This design comes from an exercise in tuning for small area and a short achievable clock period on the open sky130 flow, not from production work.
Where RTL was checked, it was by simulation tests only, not by an equivalence proof against the original.
Function not checked in run 1: the RTL went through the layout flow alone.

File: run.sh
#!/bin/bash
# synth_recipe.tcl (not shown) runs the flow's synth.tcl, then flattens the netlist and writes it again
# the make line also repeats each setting of config.mk as NAME=value (left out here)
make -C /OpenROAD-flow-scripts/flow DESIGN_CONFIG=/design/flow/config.mk WORK_HOME=/design/flow/orfs CLKGATE_MAP_FILE= SYNTH_SCRIPT=/design/flow/synth_recipe.tcl finish
File: config.mk
export PLATFORM = sky130hd
export DESIGN_NAME = montgomery_kyber
export DESIGN_NICKNAME = montgomery_kyber
export VERILOG_FILES = /design/flow/design.v
export SDC_FILE = /design/flow/constraint.sdc
export NUM_CORES = 4
export LEC_CHECK = 0
export CAP_MARGIN = 20
export CORE_MARGIN = 2
export CORE_UTILIZATION = 40
export SLEW_MARGIN = 20
File: constraint.sdc
create_clock -name core_clock -period 12.0 [get_ports {clk}]
set_input_delay 2.4000 -clock core_clock [delete_from_list [all_inputs] [get_ports {clk}]]
set_output_delay 2.4000 -clock core_clock [all_outputs]
set_load 0.01 [all_outputs]
File: design.v
module montgomery_kyber(clk, a, b, out);
input clk;
input [11:0] a, b;
output [11:0] out;
wire s0 = (a[0] & b[2]) ^ (a[1] & b[1]);
wire c1 = (a[0] & b[2]) & (a[1] & b[1]);
wire s2 = (a[0] & b[3]) ^ (a[1] & b[2]) ^ (a[2] & b[1]);
wire c3 = ((a[0] & b[3]) & (a[1] & b[2])) | ((a[0] & b[3]) & (a[2] & b[1])) | ((a[1] & b[2]) & (a[2] & b[1]));
wire s4 = (a[3] & b[0]) ^ c1;
wire c5 = (a[3] & b[0]) & c1;
wire s6 = (a[0] & b[4]) ^ (a[1] & b[3]) ^ (a[2] & b[2]);
wire c7 = ((a[0] & b[4]) & (a[1] & b[3])) | ((a[0] & b[4]) & (a[2] & b[2])) | ((a[1] & b[3]) & (a[2] & b[2]));
wire s8 = (a[3] & b[1]) ^ (a[4] & b[0]) ^ c3;
wire c9 = ((a[3] & b[1]) & (a[4] & b[0])) | ((a[3] & b[1]) & c3) | ((a[4] & b[0]) & c3);
wire s10 = c5 ^ s6;
wire c11 = c5 & s6;
wire s12 = (a[0] & b[5]) ^ (a[1] & b[4]) ^ (a[2] & b[3]);
wire c13 = ((a[0] & b[5]) & (a[1] & b[4])) | ((a[0] & b[5]) & (a[2] & b[3])) | ((a[1] & b[4]) & (a[2] & b[3]));
wire s14 = (a[3] & b[2]) ^ (a[4] & b[1]) ^ (a[5] & b[0]);
wire c15 = ((a[3] & b[2]) & (a[4] & b[1])) | ((a[3] & b[2]) & (a[5] & b[0])) | ((a[4] & b[1]) & (a[5] & b[0]));
wire s16 = c7 ^ s12 ^ s14;
wire c17 = (c7 & s12) | (c7 & s14) | (s12 & s14);
wire s18 = c11 ^ c9;
wire c19 = c11 & c9;
wire s20 = (a[0] & b[6]) ^ (a[1] & b[5]) ^ (a[2] & b[4]);
wire c21 = ((a[0] & b[6]) & (a[1] & b[5])) | ((a[0] & b[6]) & (a[2] & b[4])) | ((a[1] & b[5]) & (a[2] & b[4]));
wire s22 = (a[3] & b[3]) ^ (a[4] & b[2]) ^ (a[5] & b[1]);
wire c23 = ((a[3] & b[3]) & (a[4] & b[2])) | ((a[3] & b[3]) & (a[5] & b[1])) | ((a[4] & b[2]) & (a[5] & b[1]));
wire s24 = (a[6] & b[0]) ^ c13 ^ c15;
wire c25 = ((a[6] & b[0]) & c13) | ((a[6] & b[0]) & c15) | (c13 & c15);
wire s26 = s20 ^ s22 ^ c17;
wire c27 = (s20 & s22) | (s20 & c17) | (s22 & c17);
wire s28 = s24 ^ c19;
wire c29 = s24 & c19;
wire s30 = (a[0] & b[7]) ^ (a[1] & b[6]) ^ (a[2] & b[5]);
wire c31 = ((a[0] & b[7]) & (a[1] & b[6])) | ((a[0] & b[7]) & (a[2] & b[5])) | ((a[1] & b[6]) & (a[2] & b[5]));
wire s32 = (a[3] & b[4]) ^ (a[4] & b[3]) ^ (a[5] & b[2]);
wire c33 = ((a[3] & b[4]) & (a[4] & b[3])) | ((a[3] & b[4]) & (a[5] & b[2])) | ((a[4] & b[3]) & (a[5] & b[2]));
wire s34 = (a[6] & b[1]) ^ (a[7] & b[0]) ^ c21;
wire c35 = ((a[6] & b[1]) & (a[7] & b[0])) | ((a[6] & b[1]) & c21) | ((a[7] & b[0]) & c21);
wire s36 = c23 ^ s30 ^ s32;
wire c37 = (c23 & s30) | (c23 & s32) | (s30 & s32);
wire s38 = c25 ^ s34 ^ s36;
wire c39 = (c25 & s34) | (c25 & s36) | (s34 & s36);
wire s40 = c29 ^ c27;
wire c41 = c29 & c27;
wire s42 = (a[0] & b[8]) ^ (a[1] & b[7]) ^ (a[2] & b[6]);
wire c43 = ((a[0] & b[8]) & (a[1] & b[7])) | ((a[0] & b[8]) & (a[2] & b[6])) | ((a[1] & b[7]) & (a[2] & b[6]));
wire s44 = (a[3] & b[5]) ^ (a[4] & b[4]) ^ (a[5] & b[3]);
wire c45 = ((a[3] & b[5]) & (a[4] & b[4])) | ((a[3] & b[5]) & (a[5] & b[3])) | ((a[4] & b[4]) & (a[5] & b[3]));
wire s46 = (a[6] & b[2]) ^ (a[7] & b[1]) ^ (a[8] & b[0]);
wire c47 = ((a[6] & b[2]) & (a[7] & b[1])) | ((a[6] & b[2]) & (a[8] & b[0])) | ((a[7] & b[1]) & (a[8] & b[0]));
wire s48 = c31 ^ c33 ^ s42;
wire c49 = (c31 & c33) | (c31 & s42) | (c33 & s42);
wire s50 = s44 ^ s46 ^ c35;
wire c51 = (s44 & s46) | (s44 & c35) | (s46 & c35);
wire s52 = c37 ^ s48 ^ s50;
wire c53 = (c37 & s48) | (c37 & s50) | (s48 & s50);
wire s54 = c39 ^ c41;
wire c55 = c39 & c41;
wire s56 = (a[0] & b[9]) ^ (a[1] & b[8]) ^ (a[2] & b[7]);
wire c57 = ((a[0] & b[9]) & (a[1] & b[8])) | ((a[0] & b[9]) & (a[2] & b[7])) | ((a[1] & b[8]) & (a[2] & b[7]));
wire s58 = (a[3] & b[6]) ^ (a[4] & b[5]) ^ (a[5] & b[4]);
wire c59 = ((a[3] & b[6]) & (a[4] & b[5])) | ((a[3] & b[6]) & (a[5] & b[4])) | ((a[4] & b[5]) & (a[5] & b[4]));
wire s60 = (a[6] & b[3]) ^ (a[7] & b[2]) ^ (a[8] & b[1]);
wire c61 = ((a[6] & b[3]) & (a[7] & b[2])) | ((a[6] & b[3]) & (a[8] & b[1])) | ((a[7] & b[2]) & (a[8] & b[1]));
wire s62 = (a[9] & b[0]) ^ c43 ^ c45;
wire c63 = ((a[9] & b[0]) & c43) | ((a[9] & b[0]) & c45) | (c43 & c45);
wire s64 = c47 ^ s56 ^ s58;
wire c65 = (c47 & s56) | (c47 & s58) | (s56 & s58);
wire s66 = s60 ^ c49 ^ s62;
wire c67 = (s60 & c49) | (s60 & s62) | (c49 & s62);
wire s68 = s64 ^ c51 ^ s66;
wire c69 = (s64 & c51) | (s64 & s66) | (c51 & s66);
wire s70 = c55 ^ c53;
wire c71 = c55 & c53;
wire s72 = (a[0] & b[10]) ^ (a[10] & b[0]) ^ (a[1] & b[9]);
wire c73 = ((a[0] & b[10]) & (a[10] & b[0])) | ((a[0] & b[10]) & (a[1] & b[9])) | ((a[10] & b[0]) & (a[1] & b[9]));
wire s74 = (a[2] & b[8]) ^ (a[3] & b[7]) ^ (a[4] & b[6]);
wire c75 = ((a[2] & b[8]) & (a[3] & b[7])) | ((a[2] & b[8]) & (a[4] & b[6])) | ((a[3] & b[7]) & (a[4] & b[6]));
wire s76 = (a[5] & b[5]) ^ (a[6] & b[4]) ^ (a[7] & b[3]);
wire c77 = ((a[5] & b[5]) & (a[6] & b[4])) | ((a[5] & b[5]) & (a[7] & b[3])) | ((a[6] & b[4]) & (a[7] & b[3]));
wire s78 = (a[8] & b[2]) ^ (a[9] & b[1]) ^ c57;
wire c79 = ((a[8] & b[2]) & (a[9] & b[1])) | ((a[8] & b[2]) & c57) | ((a[9] & b[1]) & c57);
wire s80 = c59 ^ c61 ^ s72;
wire c81 = (c59 & c61) | (c59 & s72) | (c61 & s72);
wire s82 = s74 ^ s76 ^ c63;
wire c83 = (s74 & s76) | (s74 & c63) | (s76 & c63);
wire s84 = c65 ^ s78 ^ s80;
wire c85 = (c65 & s78) | (c65 & s80) | (s78 & s80);
wire s86 = c67 ^ s82 ^ s84;
wire c87 = (c67 & s82) | (c67 & s84) | (s82 & s84);
wire s88 = c69 ^ s86;
wire c89 = c69 & s86;
wire s90 = (a[0] & b[11]) ^ (a[10] & b[1]) ^ (a[11] & b[0]);
wire c91 = ((a[0] & b[11]) & (a[10] & b[1])) | ((a[0] & b[11]) & (a[11] & b[0])) | ((a[10] & b[1]) & (a[11] & b[0]));
wire s92 = (a[1] & b[10]) ^ (a[2] & b[9]) ^ (a[3] & b[8]);
wire c93 = ((a[1] & b[10]) & (a[2] & b[9])) | ((a[1] & b[10]) & (a[3] & b[8])) | ((a[2] & b[9]) & (a[3] & b[8]));
wire s94 = (a[4] & b[7]) ^ (a[5] & b[6]) ^ (a[6] & b[5]);
wire c95 = ((a[4] & b[7]) & (a[5] & b[6])) | ((a[4] & b[7]) & (a[6] & b[5])) | ((a[5] & b[6]) & (a[6] & b[5]));
wire s96 = (a[7] & b[4]) ^ (a[8] & b[3]) ^ (a[9] & b[2]);
wire c97 = ((a[7] & b[4]) & (a[8] & b[3])) | ((a[7] & b[4]) & (a[9] & b[2])) | ((a[8] & b[3]) & (a[9] & b[2]));
wire s98 = c73 ^ c75 ^ c77;
wire c99 = (c73 & c75) | (c73 & c77) | (c75 & c77);
wire s100 = s90 ^ s92 ^ s94;
wire c101 = (s90 & s92) | (s90 & s94) | (s92 & s94);
wire s102 = s96 ^ c79 ^ c81;
wire c103 = (s96 & c79) | (s96 & c81) | (c79 & c81);
wire s104 = s98 ^ s100 ^ c83;
wire c105 = (s98 & s100) | (s98 & c83) | (s100 & c83);
wire s106 = s102 ^ c85 ^ s104;
wire c107 = (s102 & c85) | (s102 & s104) | (c85 & s104);
wire s108 = c87 ^ c89;
wire c109 = c87 & c89;
wire s110 = (a[10] & b[2]) ^ (a[11] & b[1]) ^ (a[1] & b[11]);
wire c111 = ((a[10] & b[2]) & (a[11] & b[1])) | ((a[10] & b[2]) & (a[1] & b[11])) | ((a[11] & b[1]) & (a[1] & b[11]));
wire s112 = (a[2] & b[10]) ^ (a[3] & b[9]) ^ (a[4] & b[8]);
wire c113 = ((a[2] & b[10]) & (a[3] & b[9])) | ((a[2] & b[10]) & (a[4] & b[8])) | ((a[3] & b[9]) & (a[4] & b[8]));
wire s114 = (a[5] & b[7]) ^ (a[6] & b[6]) ^ (a[7] & b[5]);
wire c115 = ((a[5] & b[7]) & (a[6] & b[6])) | ((a[5] & b[7]) & (a[7] & b[5])) | ((a[6] & b[6]) & (a[7] & b[5]));
wire s116 = (a[8] & b[4]) ^ (a[9] & b[3]) ^ c91;
wire c117 = ((a[8] & b[4]) & (a[9] & b[3])) | ((a[8] & b[4]) & c91) | ((a[9] & b[3]) & c91);
wire s118 = c93 ^ c95 ^ c97;
wire c119 = (c93 & c95) | (c93 & c97) | (c95 & c97);
wire s120 = s110 ^ s112 ^ s114;
wire c121 = (s110 & s112) | (s110 & s114) | (s112 & s114);
wire s122 = c99 ^ c101 ^ s116;
wire c123 = (c99 & c101) | (c99 & s116) | (c101 & s116);
wire s124 = s118 ^ s120 ^ c103;
wire c125 = (s118 & s120) | (s118 & c103) | (s120 & c103);
wire s126 = s122 ^ c105 ^ s124;
wire c127 = (s122 & c105) | (s122 & s124) | (c105 & s124);
wire s128 = c107 ^ s126;
wire c129 = c107 & s126;
wire s130 = (a[10] & b[3]) ^ (a[11] & b[2]) ^ (a[2] & b[11]);
wire c131 = ((a[10] & b[3]) & (a[11] & b[2])) | ((a[10] & b[3]) & (a[2] & b[11])) | ((a[11] & b[2]) & (a[2] & b[11]));
wire s132 = (a[3] & b[10]) ^ (a[4] & b[9]) ^ (a[5] & b[8]);
wire c133 = ((a[3] & b[10]) & (a[4] & b[9])) | ((a[3] & b[10]) & (a[5] & b[8])) | ((a[4] & b[9]) & (a[5] & b[8]));
wire s134 = (a[6] & b[7]) ^ (a[7] & b[6]) ^ (a[8] & b[5]);
wire c135 = ((a[6] & b[7]) & (a[7] & b[6])) | ((a[6] & b[7]) & (a[8] & b[5])) | ((a[7] & b[6]) & (a[8] & b[5]));
wire s136 = (a[9] & b[4]) ^ c111 ^ c113;
wire c137 = ((a[9] & b[4]) & c111) | ((a[9] & b[4]) & c113) | (c111 & c113);
wire s138 = c115 ^ s130 ^ s132;
wire c139 = (c115 & s130) | (c115 & s132) | (s130 & s132);
wire s140 = s134 ^ c117 ^ c119;
wire c141 = (s134 & c117) | (s134 & c119) | (c117 & c119);
wire s142 = c121 ^ s136 ^ s138;
wire c143 = (c121 & s136) | (c121 & s138) | (s136 & s138);
wire s144 = c123 ^ s140 ^ s142;
wire c145 = (c123 & s140) | (c123 & s142) | (s140 & s142);
wire s146 = c125 ^ s144 ^ c127;
wire c147 = (c125 & s144) | (c125 & c127) | (s144 & c127);
wire s148 = (a[10] & b[4]) ^ (a[11] & b[3]) ^ (a[3] & b[11]);
wire c149 = ((a[10] & b[4]) & (a[11] & b[3])) | ((a[10] & b[4]) & (a[3] & b[11])) | ((a[11] & b[3]) & (a[3] & b[11]));
wire s150 = (a[4] & b[10]) ^ (a[5] & b[9]) ^ (a[6] & b[8]);
wire c151 = ((a[4] & b[10]) & (a[5] & b[9])) | ((a[4] & b[10]) & (a[6] & b[8])) | ((a[5] & b[9]) & (a[6] & b[8]));
wire s152 = (a[7] & b[7]) ^ (a[8] & b[6]) ^ (a[9] & b[5]);
wire c153 = ((a[7] & b[7]) & (a[8] & b[6])) | ((a[7] & b[7]) & (a[9] & b[5])) | ((a[8] & b[6]) & (a[9] & b[5]));
wire s154 = c131 ^ c133 ^ c135;
wire c155 = (c131 & c133) | (c131 & c135) | (c133 & c135);
wire s156 = s148 ^ s150 ^ s152;
wire c157 = (s148 & s150) | (s148 & s152) | (s150 & s152);
wire s158 = c137 ^ c139 ^ s154;
wire c159 = (c137 & c139) | (c137 & s154) | (c139 & s154);
wire s160 = s156 ^ c141 ^ s158;
wire c161 = (s156 & c141) | (s156 & s158) | (c141 & s158);
wire s162 = c143 ^ c145 ^ s160;
wire c163 = (c143 & c145) | (c143 & s160) | (c145 & s160);
wire s164 = (a[10] & b[5]) ^ (a[11] & b[4]) ^ (a[4] & b[11]);
wire c165 = ((a[10] & b[5]) & (a[11] & b[4])) | ((a[10] & b[5]) & (a[4] & b[11])) | ((a[11] & b[4]) & (a[4] & b[11]));
wire s166 = (a[5] & b[10]) ^ (a[6] & b[9]) ^ (a[7] & b[8]);
wire c167 = ((a[5] & b[10]) & (a[6] & b[9])) | ((a[5] & b[10]) & (a[7] & b[8])) | ((a[6] & b[9]) & (a[7] & b[8]));
wire s168 = (a[8] & b[7]) ^ (a[9] & b[6]) ^ c149;
wire c169 = ((a[8] & b[7]) & (a[9] & b[6])) | ((a[8] & b[7]) & c149) | ((a[9] & b[6]) & c149);
wire s170 = c151 ^ c153 ^ s164;
wire c171 = (c151 & c153) | (c151 & s164) | (c153 & s164);
wire s172 = s166 ^ c155 ^ c157;
wire c173 = (s166 & c155) | (s166 & c157) | (c155 & c157);
wire s174 = s168 ^ s170 ^ c159;
wire c175 = (s168 & s170) | (s168 & c159) | (s170 & c159);
wire s176 = s172 ^ s174 ^ c161;
wire c177 = (s172 & s174) | (s172 & c161) | (s174 & c161);
wire s178 = (a[10] & b[6]) ^ (a[11] & b[5]) ^ (a[5] & b[11]);
wire c179 = ((a[10] & b[6]) & (a[11] & b[5])) | ((a[10] & b[6]) & (a[5] & b[11])) | ((a[11] & b[5]) & (a[5] & b[11]));
wire s180 = (a[6] & b[10]) ^ (a[7] & b[9]) ^ (a[8] & b[8]);
wire c181 = ((a[6] & b[10]) & (a[7] & b[9])) | ((a[6] & b[10]) & (a[8] & b[8])) | ((a[7] & b[9]) & (a[8] & b[8]));
wire s182 = (a[9] & b[7]) ^ c165 ^ c167;
wire c183 = ((a[9] & b[7]) & c165) | ((a[9] & b[7]) & c167) | (c165 & c167);
wire s184 = s178 ^ s180 ^ c169;
wire c185 = (s178 & s180) | (s178 & c169) | (s180 & c169);
wire s186 = c171 ^ s182 ^ c173;
wire c187 = (c171 & s182) | (c171 & c173) | (s182 & c173);
wire s188 = s184 ^ c175 ^ s186;
wire c189 = (s184 & c175) | (s184 & s186) | (c175 & s186);
wire s190 = (a[10] & b[7]) ^ (a[11] & b[6]) ^ (a[6] & b[11]);
wire c191 = ((a[10] & b[7]) & (a[11] & b[6])) | ((a[10] & b[7]) & (a[6] & b[11])) | ((a[11] & b[6]) & (a[6] & b[11]));
wire s192 = (a[7] & b[10]) ^ (a[8] & b[9]) ^ (a[9] & b[8]);
wire c193 = ((a[7] & b[10]) & (a[8] & b[9])) | ((a[7] & b[10]) & (a[9] & b[8])) | ((a[8] & b[9]) & (a[9] & b[8]));
wire s194 = c179 ^ c181 ^ s190;
wire c195 = (c179 & c181) | (c179 & s190) | (c181 & s190);
wire s196 = s192 ^ c183 ^ s194;
wire c197 = (s192 & c183) | (s192 & s194) | (c183 & s194);
wire s198 = c185 ^ s196 ^ c187;
wire c199 = (c185 & s196) | (c185 & c187) | (s196 & c187);
wire s200 = (a[10] & b[8]) ^ (a[11] & b[7]) ^ (a[7] & b[11]);
wire c201 = ((a[10] & b[8]) & (a[11] & b[7])) | ((a[10] & b[8]) & (a[7] & b[11])) | ((a[11] & b[7]) & (a[7] & b[11]));
wire s202 = (a[8] & b[10]) ^ (a[9] & b[9]) ^ c191;
wire c203 = ((a[8] & b[10]) & (a[9] & b[9])) | ((a[8] & b[10]) & c191) | ((a[9] & b[9]) & c191);
wire s204 = c193 ^ s200 ^ c195;
wire c205 = (c193 & s200) | (c193 & c195) | (s200 & c195);
wire s206 = s202 ^ s204 ^ c197;
wire c207 = (s202 & s204) | (s202 & c197) | (s204 & c197);
wire s208 = (a[10] & b[9]) ^ (a[11] & b[8]) ^ (a[8] & b[11]);
wire c209 = ((a[10] & b[9]) & (a[11] & b[8])) | ((a[10] & b[9]) & (a[8] & b[11])) | ((a[11] & b[8]) & (a[8] & b[11]));
wire s210 = (a[9] & b[10]) ^ c201 ^ s208;
wire c211 = ((a[9] & b[10]) & c201) | ((a[9] & b[10]) & s208) | (c201 & s208);
wire s212 = c203 ^ s210 ^ c205;
wire c213 = (c203 & s210) | (c203 & c205) | (s210 & c205);
wire s214 = (a[10] & b[10]) ^ (a[11] & b[9]) ^ (a[9] & b[11]);
wire c215 = ((a[10] & b[10]) & (a[11] & b[9])) | ((a[10] & b[10]) & (a[9] & b[11])) | ((a[11] & b[9]) & (a[9] & b[11]));
wire s216 = c209 ^ s214 ^ c211;
wire c217 = (c209 & s214) | (c209 & c211) | (s214 & c211);
wire s218 = (a[10] & b[11]) ^ (a[11] & b[10]) ^ c215;
wire c219 = ((a[10] & b[11]) & (a[11] & b[10])) | ((a[10] & b[11]) & c215) | ((a[11] & b[10]) & c215);
wire [23:0] p = {1'b0, (a[11] & b[11]), s218, s216, s212, s206, c189, c177, c163, s162, c129, c109, s106, c71, s68, s52, s38, s26, s16, s10, s2, (a[2] & b[0]), (a[0] & b[1]), (a[0] & b[0])} + {1'b0, c219, c217, c213, c207, c199, s198, s188, s176, c147, s146, s128, s108, s88, s70, s54, s40, s28, s18, s8, s4, s0, (a[1] & b[0]), 1'b0};
reg [23:0] r;
always @(posedge clk) r <= p;
wire [11:0] ph = r[23:12];
wire [11:0] pl = r[11:0];
wire [3:0] mh = pl[11:8] + pl[3:0] + {pl[2:0], 1'b0};
wire [11:0] m = {mh, pl[7:0]};
wire s220 = ~m[0] ^ ~m[10];
wire c221 = ~m[0] & ~m[10];
wire s222 = ~m[0] ^ ~m[11] ^ ~m[1];
wire c223 = (~m[0] & ~m[11]) | (~m[0] & ~m[1]) | (~m[11] & ~m[1]);
wire s224 = ~m[3] ^ c221;
wire c225 = ~m[3] & c221;
wire s226 = ph[0] ^ ~m[1] ^ ~m[2];
wire c227 = (ph[0] & ~m[1]) | (ph[0] & ~m[2]) | (~m[1] & ~m[2]);
wire s228 = ~m[4] ^ c223 ^ c225;
wire c229 = (~m[4] & c223) | (~m[4] & c225) | (c223 & c225);
wire s230 = ph[1] ^ ~m[2] ^ ~m[3];
wire c231 = (ph[1] & ~m[2]) | (ph[1] & ~m[3]) | (~m[2] & ~m[3]);
wire s232 = ~m[5] ^ c227 ^ s230;
wire c233 = (~m[5] & c227) | (~m[5] & s230) | (c227 & s230);
wire s234 = ph[2] ^ ~m[3] ^ ~m[4];
wire c235 = (ph[2] & ~m[3]) | (ph[2] & ~m[4]) | (~m[3] & ~m[4]);
wire s236 = ~m[6] ^ c231 ^ s234;
wire c237 = (~m[6] & c231) | (~m[6] & s234) | (c231 & s234);
wire s238 = ph[3] ^ ~m[4] ^ ~m[5];
wire c239 = (ph[3] & ~m[4]) | (ph[3] & ~m[5]) | (~m[4] & ~m[5]);
wire s240 = ~m[7] ^ c235 ^ s238;
wire c241 = (~m[7] & c235) | (~m[7] & s238) | (c235 & s238);
wire s242 = ph[4] ^ ~m[5] ^ ~m[6];
wire c243 = (ph[4] & ~m[5]) | (ph[4] & ~m[6]) | (~m[5] & ~m[6]);
wire s244 = ~m[8] ^ c239 ^ s242;
wire c245 = (~m[8] & c239) | (~m[8] & s242) | (c239 & s242);
wire s246 = ph[5] ^ ~m[6] ^ ~m[7];
wire c247 = (ph[5] & ~m[6]) | (ph[5] & ~m[7]) | (~m[6] & ~m[7]);
wire s248 = ~m[9] ^ c243 ^ s246;
wire c249 = (~m[9] & c243) | (~m[9] & s246) | (c243 & s246);
wire s250 = ph[6] ^ ~m[10] ^ ~m[7];
wire c251 = (ph[6] & ~m[10]) | (ph[6] & ~m[7]) | (~m[10] & ~m[7]);
wire s252 = ~m[8] ^ c247 ^ s250;
wire c253 = (~m[8] & c247) | (~m[8] & s250) | (c247 & s250);
wire s254 = ph[7] ^ ~m[11] ^ ~m[8];
wire c255 = (ph[7] & ~m[11]) | (ph[7] & ~m[8]) | (~m[11] & ~m[8]);
wire s256 = ~m[9] ^ c251 ^ s254;
wire c257 = (~m[9] & c251) | (~m[9] & s254) | (c251 & s254);
wire s258 = ph[8] ^ ~m[10] ^ ~m[9];
wire c259 = (ph[8] & ~m[10]) | (ph[8] & ~m[9]) | (~m[10] & ~m[9]);
wire s260 = c255 ^ s258;
wire c261 = c255 & s258;
wire s262 = ph[9] ^ ~m[10] ^ ~m[11];
wire c263 = (ph[9] & ~m[10]) | (ph[9] & ~m[11]) | (~m[10] & ~m[11]);
wire s264 = c259 ^ s262;
wire c265 = c259 & s262;
wire s266 = ph[10] ^ ~m[11] ^ c263;
wire c267 = (ph[10] & ~m[11]) | (ph[10] & c263) | (~m[11] & c263);
wire [25:0] sx = {1'b0, 1'b0, ph[11], c265, c261, s260, c253, c249, c245, c241, c237, c233, c229, s226, s222, ~m[2], ~m[1], ~m[0], ~m[7], ~m[6], ~m[5], ~m[4], ~m[3], ~m[2], ~m[1], ~m[0]};
wire [25:0] sy = {1'b0, 1'b0, c267, s266, s264, c257, s256, s252, s248, s244, s240, s236, s232, s228, s224, s220, ~m[9], ~m[8], 1'b0, 1'b0, 1'b0, 1'b0, 1'b0, 1'b0, 1'b0, 1'b0};
wire [25:0] n1 = sx + sy + 26'd53480704;
wire [25:0] n2 = sx + sy + 26'd7424;
assign out = n1[24] ? n2[23:12] : n1[23:12];
endmodule
==> results.sh, run 1 <==
export IMPL_postCtsSetupBuffers=0
export IMPL_tns_ns=0
export IMPL_io_buffer_count=36
export IMPL_largest_reg_flops=24
export IMPL_cts_repair_resized=0
export IMPL_post_route_cells_drive_above_1_share=0.0226
export IMPL_die_w_um=132
export IMPL_hold_buffers=0
export IMPL_clkSinkCount=24
export IMPL_relSlewSlack=0.528
export IMPL_clk_pin_slew_ns=0.05
export IMPL_worstPathMaxFanout=7
export IMPL_area_delta_synth_final_pct=9.63
export IMPL_cts_tree="built"
export IMPL_wl_um=14300
export IMPL_layout_commonest_cell="inv_1"
export IMPL_drt_vias_per_instance=5.06
export IMPL_yosys_warnings=1
export IMPL_final_period_utilization=0.773
export IMPL_placed_area_um2=7080
export IMPL_finalCriticalPeriod_ns=9.28
export IMPL_dp_hpwl_um=11900
export IMPL_grt_start_max_net_pins=14
export IMPL_holdWs_ns=3.16
export IMPL_worstMarginPinSlew_ns=0.702
export IMPL_hold_class="in2reg"
export IMPL_first_pass_iters=4
export IMPL_synth_edf_count=0
export IMPL_setup_ws_ns=2.72
export IMPL_cts_root_buf="clkbuf_16"
export IMPL_max_freq_mhz=108
export IMPL_largest_register="r"
export IMPL_synth_avg_cell_area_um2=8.87
export IMPL_cp_start_kind="register"
export IMPL_vias=4904
export IMPL_gp_congestion=0.856
export IMPL_synth_cell_area_um2=6540
export IMPL_drc=0
export IMPL_final_max_slew_viol_count=0
export IMPL_start_util=0.410
export IMPL_crit_path_top_delay_cell="clkdlybuf4s50_1"
export IMPL_die_h_um=132
export IMPL_drt_iter0_drc=124
export IMPL_reg_top3="r: 24 flops"
export IMPL_grt_pass1_vias=5455
export IMPL_nNetsFinal=959
export IMPL_path_cells="inv_1 -> fa_1 -> inv_1 -> ha_1 -> fa_1 -> xor2_1 -> xor2_1 -> inv_1 -> fa_1 -> fa_1 -> inv_1 -> ha_1 -> o211ai_1 -> a21o_1 -> a211oi_2 -> a21o_1 -> a31oi_1 -> xnor2_1 -> o31a_1 -> a21oi_2 -> nor3_4 -> nand4_1 -> xnor2_1 -> clkdlybuf4s50_1"
export IMPL_die_area_um2=17400
export IMPL_post_place_ws_ns=2.97
export IMPL_wl_per_cell_um=14.7
export IMPL_cp_required_ns=9.60
export IMPL_fillers=1570
export IMPL_numCtsBuffers=3
export IMPL_synthFlopType="dfxtp_1"
export IMPL_drv_cap=0
export IMPL_async_flop_share=0
export IMPL_ys_ff_latch=24
export IMPL_yosysUniqueCellTypes=51
export IMPL_critical_path_endpoint_type="output port"
export IMPL_final_area_um2=7170
export IMPL_layout_common_cells="inv_1 (134), fa_1 (124), and2_1 (88)"
export IMPL_arrival_ns=6.88
export IMPL_rows=46
export IMPL_rsz0062_at_grt="false"
export IMPL_antenna_found_initial=0
export IMPL_ant_nets=0
export IMPL_postSynthNetCount=942
export IMPL_htreeDepth=1
export IMPL_worstHoldPathCells=2
export IMPL_diodes=0
export IMPL_coreArea_um2=15900
export IMPL_clockBufferDepth=2
export IMPL_status="timing/DRC/antenna clean"
export IMPL_grt_pass1_wl_um=25400
export IMPL_grt_total_usage=0.174
export IMPL_grt_overflow=0
export IMPL_synthCells=737
export IMPL_hold_violations=0
export IMPL_yosysSeqAreaShare=0.0735
export IMPL_pin_count=37
export IMPL_setup_viol=0
export IMPL_critPathKind="reg2out"
export IMPL_slowest_delay_ns=0.55
==> stage by stage <==
step | util | instances
after floorplan | - | 737
after global placement | 0.444 | 965
after detailed placement | 0.444 | 965
after CTS | 0.449 | 969
after global routing | 0.449 | 969
final | 0.449 | 969
==> path summary, 6_finish.rpt <==
kind | end | startpoint
hold / removal | r[0]$_DFF_P_ | b[0]
setup / recovery | out[4] | r[1]$_DFF_P_
==> metal layers <==
layer | up-vias | routed length [µm] | GRT usage
li1 | 2321 | - | -
met4 | 0 | 248 | 0.0465
met5 | - | 0 | 0
met2 | 118 | 7160 | 0.318
met1 | 2445 | 6330 | 0.223
met3 | 20 | 528 | 0.0123
==> cells by family after synthesis <==
logic type,synth area share
adders and majority gates,0.487
AOI/OAI and AO/OA,0.0928
muxes,0.00459
xor gates and xnor gates,0.0588
buffers and inverters,0.0907
DFF,0.0735
and+or+nand+nor,0.193
==> cell usage after synthesis (5+ instances only) <==
cell	count	area (µm²)
a21o_1	8	60.1
a21oi_1	30	150
and2_1	88	551
clkbuf_1	24	90.1
dfxtp_1	24	480
fa_1	124	2480
ha_1	56	701
inv_1	134	503
nand2_1	81	304
nand2b_1	7	43.8
nand3_1	10	50.1
nor2_1	18	67.6
nor2b_1	7	43.8
nor3_1	8	40.0
o21a_1	6	45.0
o21ai_0	10	50.1
or3_1	5	31.3
xnor2_1	34	298
xor2_1	8	70.1
==> worst max-delay path, delay by kind of cell, from the launching register on <==
family | cells | cell delay (ns)
AOI/OAI and AO/OA | 7 | 1.32
xor gates and xnor gates | 4 | 1.05
adders and majority gates | 6 | 2.36
buffers and inverters | 5 | 0.94
DFF | 1 | 0.45
and+or+nand+nor | 2 | 0.50
==> area by class of cell <==
type	instances	area (µm²)	share of cell area
multi-input cells	555	5460	0.762
inverters	134	503	0.0702
flip-flops and latches	24	480	0.0671
repair buffers	36	360	0.0503
well taps	216	270	0.0377
clock buffers	4	88.8	0.0124
==> inputs of run 2 (changes only) <==
--- a/design.v
+++ b/design.v
@@ -223,12 +223,11 @@
 wire s218 = (a[10] & b[11]) ^ (a[11] & b[10]) ^ c215;
 wire c219 = ((a[10] & b[11]) & (a[11] & b[10])) | ((a[10] & b[11]) & c215) | ((a[11] & b[10]) & c215);
 wire [23:0] p = {1'b0, (a[11] & b[11]), s218, s216, s212, s206, c189, c177, c163, s162, c129, c109, s106, c71, s68, s52, s38, s26, s16, s10, s2, (a[2] & b[0]), (a[0] & b[1]), (a[0] & b[0])} + {1'b0, c219, c217, c213, c207, c199, s198, s188, s176, c147, s146, s128, s108, s88, s70, s54, s40, s28, s18, s8, s4, s0, (a[1] & b[0]), 1'b0};
+wire [3:0] mh1 = p[11:8] + p[3:0] + {p[2:0], 1'b0};
 reg [23:0] r;
-always @(posedge clk) r <= p;
+always @(posedge clk) r <= {p[23:12], mh1, p[7:0]};
 wire [11:0] ph = r[23:12];
-wire [11:0] pl = r[11:0];
-wire [3:0] mh = pl[11:8] + pl[3:0] + {pl[2:0], 1'b0};
-wire [11:0] m = {mh, pl[7:0]};
+wire [11:0] m = r[11:0];
 wire s220 = ~m[0] ^ ~m[10];
 wire c221 = ~m[0] & ~m[10];
 wire s222 = ~m[0] ^ ~m[11] ^ ~m[1];
--- a/config.mk
+++ b/config.mk
@@ -8,4 +8,5 @@
 export CAP_MARGIN = 20
 export CORE_MARGIN = 2
 export CORE_UTILIZATION = 40
+export SETUP_SLACK_MARGIN = 5
 export SLEW_MARGIN = 20
==> results.sh, run 2 <==
export IMPL_post_synth_top_count_cell="inv_1"
export IMPL_relSlewSlack=0.550
export IMPL_rsz0062_at_grt="true"
export IMPL_final_period_utilization=0.576
export IMPL_drt_vias_per_instance=5.29
export IMPL_synth_cell_area_um2=7380
export IMPL_final_max_slew_viol_count=0
export IMPL_post_route_cells_drive_above_1_share=0.177
export IMPL_hold_class="in2reg"
export IMPL_vias=5964
export IMPL_grt_overflow=0
export IMPL_wl_um=17900
export IMPL_synth_top_area_share=0.337
export IMPL_critPathKind="reg2out"
export IMPL_hold_buffers=0
export IMPL_grt_start_max_net_pins=23
export IMPL_yosys_warnings=1
export IMPL_die_w_um=140
export IMPL_largest_reg_flops=24
export IMPL_layout_common_cells="inv_1 (152), fa_1 (123), and2_1 (88)"
export IMPL_synth_avg_cell_area_um2=8.58
export IMPL_layout_commonest_cell="inv_1"
export IMPL_arrival_ns=4.51
export IMPL_ys_ff_latch=24
export IMPL_grt_pass1_wl_um=29600
export IMPL_clk_pin_slew_ns=0.06
export IMPL_holdWs_ns=2.63
export IMPL_drv_cap=0
export IMPL_placed_area_um2=7880
export IMPL_clkSinkCount=24
export IMPL_synthFlopType="dfxtp_1"
export IMPL_synth_area_leaders="fa_1 (34%), ha_1 (9.3%), inv_1 (7.9%)"
export IMPL_status="timing/DRC/antenna clean"
export IMPL_yosysUniqueCellTypes=75
export IMPL_coreArea_um2=18000
export IMPL_async_flop_share=0
export IMPL_rows=49
export IMPL_gp_congestion=0.832
export IMPL_finalCriticalPeriod_ns=6.91
export IMPL_drt_iter0_drc=258
export IMPL_worstPathMaxFanout=7
export IMPL_grt_busiest_layer="met2"
export IMPL_largest_register="r"
export IMPL_ant_nets=0
export IMPL_area_delta_synth_final_pct=16.3
export IMPL_grt_total_usage=0.181
export IMPL_wl_per_cell_um=15.8
export IMPL_first_pass_iters=5
export IMPL_grt_use_met2=0.321
export IMPL_start_util=0.409
export IMPL_nNetsFinal=1104
export IMPL_drc=0
export IMPL_numCtsBuffers=3
export IMPL_die_h_um=140
export IMPL_clockBufferDepth=2
export IMPL_max_freq_mhz=145
export IMPL_tns_ns=0
export IMPL_cts_tree="built"
export IMPL_cts_root_buf="clkbuf_16"
export IMPL_pin_count=37
export IMPL_critical_path_endpoint_type="output port"
export IMPL_synth_common_cells="inv_1 (156), fa_1 (124), and2_1 (88)"
export IMPL_cp_required_ns=9.60
export IMPL_hold_violations=0
export IMPL_antenna_found_initial=0
export IMPL_postSynthNetCount=1064
export IMPL_die_area_um2=19500
export IMPL_cp_start_kind="register"
export IMPL_yosysSeqAreaShare=0.0651
export IMPL_htreeDepth=1
export IMPL_final_area_um2=8580
export IMPL_utilization=0.476
export IMPL_setup_viol=0
export IMPL_dp_hpwl_um=13400
export IMPL_io_buffer_count=36
export IMPL_diodes=0
export IMPL_worstMarginPinSlew_ns=0.673
export IMPL_synthCells=860
export IMPL_reg_top3="r: 24 flops"
export IMPL_grt_pass1_vias=6127
export IMPL_grt_util_met3=0.0138
export IMPL_gr_usage_met1=0.247
export IMPL_synth_top_area_cell="fa_1"
export IMPL_synth_edf_count=0
[run 2: cell count changes after synthesis, sizes merged, moves of 8 or more]
cell | before | now
nand3 | 10 | 23
a211oi | 2 | 10
buf | 0 | 10
nor2 | 18 | 27
nor3 | 9 | 21
a2111oi | 1 | 10
inv | 134 | 156
[run 2: cell families after synthesis]
kind of cell	after synthesis	synth area share
AOI/OAI and AO/OA	132	0.141
xor gates and xnor gates	40	0.0546
adders and majority gates	180	0.431
buffers and inverters	197	0.103
DFF	24	0.0651
muxes	2	0.00271
and+or+nand+nor	285	0.202
[run 2: worst paths after layout]
| check | from | end | slack (ns) | depth (start not counted) |
|---|---|---|---|---|
| worst max-delay path | r[2]$_DFF_P_ | out[7] | 5.09 | 20 |
| worst min-delay path | b[0] | r[0]$_DFF_P_ | 2.63 | 2 |
[run 2: routing by layer]
layer | part of all wire | vias up
li1 | - | 2850
met1 | 0.46 | 2965
met2 | 0.49 | 124
met3 | 0.034 | 25
met4 | 0.016 | 0
met5 | 0 | -
[run 2: timing repair]
action                     CTS  global route
setup endpoints to repair   23            21
buffers inserted            15            18
pin swaps                    6            27
cloned                       0             3
resized for setup          140           105
[run 2: through the flow]
step	setup WS, ns	std cells
after floorplan	5.02	860
after global placement	4.20	1088
after detailed placement	4.14	1088
after CTS	4.90	1107
after global routing	4.85	1128
final	5.09	1128
[run 2: worst max-delay path, stage by stage, from the launching register on]
cell,delay [ns]
dfxtp_1,0.33
inv_2,0.06
fa_1,0.50
inv_1,0.05
fa_1,0.47
inv_1,0.06
ha_4,0.30
inv_1,0.06
a221o_1,0.31
a211o_2,0.37
nand2_2,0.15
nor3_4,0.07
buf_4,0.15
a41oi_4,0.27
a21oi_4,0.11
buf_4,0.16
buf_4,0.13
a2111o_1,0.38
nand3_1,0.12
a2111oi_2,0.04
buf_2,0.16
[run 2: layout make-up]
cell class                 instances  area [µm²]
clock buffer                       3        75.1
fill                            1774        9450
tap                              229         287
multi-input combinational        640        6590
clock inverter                     1        30.0
sequential                        24         482
inverter                         156         586
timing repair buffer              75         528
==> inputs of run 3 (changes only) <==
--- a/config.mk
+++ b/config.mk
@@ -8,5 +8,4 @@
 export CAP_MARGIN = 20
 export CORE_MARGIN = 2
 export CORE_UTILIZATION = 40
-export SETUP_SLACK_MARGIN = 5
 export SLEW_MARGIN = 20
==> results.sh, run 3 <==
export IMPL_clkSinkCount=24
export IMPL_clk_pin_slew_ns=0.06
export IMPL_cp_num_buf_inv=4
export IMPL_synthFlopType="dfxtp_1"
export IMPL_post_synth_top_count_cell="inv_1"
export IMPL_synth_edf_count=0
export IMPL_route_met2_wl_um=7840
export IMPL_synth_area_leaders="fa_1 (34%), ha_1 (9.3%), inv_1 (7.9%)"
export IMPL_largest_reg_flops=24
export IMPL_route_met3_wl_um=377
export IMPL_layout_common_cells="inv_1 (156), fa_1 (124), and2_1 (88)"
export IMPL_top_layer_used="met4"
export IMPL_async_flop_share=0
export IMPL_crit_path_top_delay_cell="clkdlybuf4s50_1"
export IMPL_area_delta_synth_final_pct=8.19
export IMPL_clockBufferDepth=2
export IMPL_synth_cell_area_um2=7380
export IMPL_layout_commonest_cell="inv_1"
export IMPL_rsz0062_at_grt="false"
export IMPL_relSlewSlack=0.528
export IMPL_path_cells="inv_1 -> fa_1 -> inv_1 -> fa_1 -> inv_1 -> ha_1 -> and3_1 -> a221oi_2 -> xnor2_1 -> nand2_2 -> nor3_4 -> a41oi_4 -> a21oi_4 -> a2111o_1 -> nand3_1 -> a2111oi_1 -> clkdlybuf4s50_1"
export IMPL_hold_buffers=0
export IMPL_htreeDepth=1
export IMPL_cts_repair_resized=0
export IMPL_tns_ns=0
export IMPL_hold_violations=0
export IMPL_die_w_um=140
export IMPL_timing_critical_path_from="r[2]$_DFF_P_"
export IMPL_wl_met1_um=7770
export IMPL_yosysUniqueCellTypes=75
export IMPL_postCtsSetupBuffers=0
export IMPL_vias=5674
export IMPL_grt_total_usage=0.176
export IMPL_post_route_cells_drive_above_1_share=0.0382
export IMPL_worst_path_dominant_cell_family="compound AO/OA/AOI/OAI gates"
export IMPL_critPathKind="reg2out"
export IMPL_cts_tree="built"
export IMPL_synth_top_area_share=0.337
export IMPL_first_pass_iters=4
export IMPL_critical_path_endpoint_type="output port"
export IMPL_diodes=0
export IMPL_setup_viol=0
export IMPL_worstPathMaxFanout=19
export IMPL_synth_avg_cell_area_um2=8.58
export IMPL_numCtsBuffers=3
export IMPL_final_max_slew_viol_count=0
export IMPL_worstMarginPinSlew_ns=0.706
export IMPL_grt_pass1_wl_um=28800
export IMPL_dp_hpwl_um=13200
export IMPL_die_area_um2=19500
export IMPL_slowest_delay_ns=0.61
export IMPL_max_freq_mhz=128
export IMPL_final_period_utilization=0.651
export IMPL_io_buffer_count=36
export IMPL_hold_class="in2reg"
export IMPL_cts_root_buf="clkbuf_16"
export IMPL_drv_cap=0
export IMPL_antenna_found_initial=0
export IMPL_cp_required_ns=9.60
export IMPL_wl_per_cell_um=14.8
export IMPL_ys_ff_latch=24
export IMPL_crit_end="out[7]"
export IMPL_ant_nets=0
export IMPL_synth_top_area_cell="fa_1"
export IMPL_grt_pass1_vias=5913
export IMPL_wl_um=16100
export IMPL_path_common_cell="inv_1"
export IMPL_grt_overflow=0
export IMPL_status="timing/DRC/antenna clean"
export IMPL_drc=0
export IMPL_pin_count=37
export IMPL_synth_common_cells="inv_1 (156), fa_1 (124), and2_1 (88)"
export IMPL_drt_iter0_drc=295
export IMPL_nNetsFinal=1068
export IMPL_placed_area_um2=7880
export IMPL_rows=49
export IMPL_yosysSeqAreaShare=0.0651
export IMPL_coreArea_um2=18000
export IMPL_grt_start_max_net_pins=23
export IMPL_yosys_warnings=1
export IMPL_reg_top3="r: 24 flops"
export IMPL_arrival_ns=5.41
export IMPL_start_util=0.409
export IMPL_synthCells=860
export IMPL_cp_start_kind="register"
export IMPL_gp_congestion=0.813
export IMPL_drt_vias_per_instance=5.20
export IMPL_largest_register="r"
export IMPL_die_h_um=140
export IMPL_final_area_um2=7980
export IMPL_postSynthNetCount=1064
export IMPL_cp_num_cells=17
export IMPL_finalCriticalPeriod_ns=7.81
export IMPL_holdWs_ns=3.19
run 3: final cells by class:
class | instances | area [µm²]
inverter | 156 | 586
timing repair buffer | 40 | 390
sequential | 24 | 480
fill | 1819 | 10000
tap | 229 | 287
clock buffer | 3 | 75.1
clock inverter | 1 | 30.0
multi-input combinational | 639 | 6130
run 3: worst min path at each step:
stage,start,to,slack [ns],cells after the start
after floorplan,a[0],r[0]$_DFF_P_,2.62,1
after CTS,a[0],r[0]$_DFF_P_,3.20,2
after global placement,b[0],r[0]$_DFF_P_,3.47,2
final,a[0],r[0]$_DFF_P_,3.19,2
after detailed placement,a[0],r[0]$_DFF_P_,3.46,2
after global routing,b[0],r[0]$_DFF_P_,3.25,2
run 3: per-layer routing:
metal | up-vias | track usage
li1 | 2779 | -
met1 | 2815 | 0.250
met2 | 70 | 0.303
met3 | 10 | 0.0169
met4 | 0 | 0.0216
met5 | - | 0
run 3: cell families (layout without fill, tap and decap cells):
family / count (synthesis) / in the layout / share of synthesized area
and+or+nand+nor: 285 / 285 / 0.202
buffers and inverters: 197 / 200 / 0.103
adders and majority gates: 180 / 180 / 0.431
AOI/OAI and AO/OA: 132 / 132 / 0.141
xor gates and xnor gates: 40 / 40 / 0.0546
DFF: 24 / 24 / 0.0651
muxes: 2 / 2 / 0.00271
run 3: metrics by stage:
stage	worst slack [ns]	instances	util
CTS	4.19	1092	0.443
global placement	4.16	1088	0.437
global route	3.83	1092	0.443
finish	4.19	1092	0.443
detailed placement	4.09	1088	0.437
floorplan	4.98	860	-

==> re-timing with driven ports <==
The flow's constraints put no driver on any port. The routed layouts listed below were extracted and timed again, unchanged, in two steps. Step 1, drivers: a clkbuf_16 drives clk and a buf_2 each remaining input, both assumed. Step 2, shift: input delay + t, output delay - t, t = (earliest + latest rising clock arrival at the registers) / 2. This alone moves slack from input paths to output paths. Slacks: ideal / step 1 / step 2; pairs: ideal / step 1.
run	t, ns	setup slack, ns	cell pins on the clock port's net
run 1	0.287	2.725 / 2.690 / 2.977	1
run 2	0.289	5.086 / 5.052 / 4.873	1
run 3	0.288	4.191 / 4.153 / 4.083	1
After both steps setup and hold are still met in every run listed. The setup slack of run 2, which loses most, moves by -0.034 ns with the drivers and by -0.213 ns with both steps.
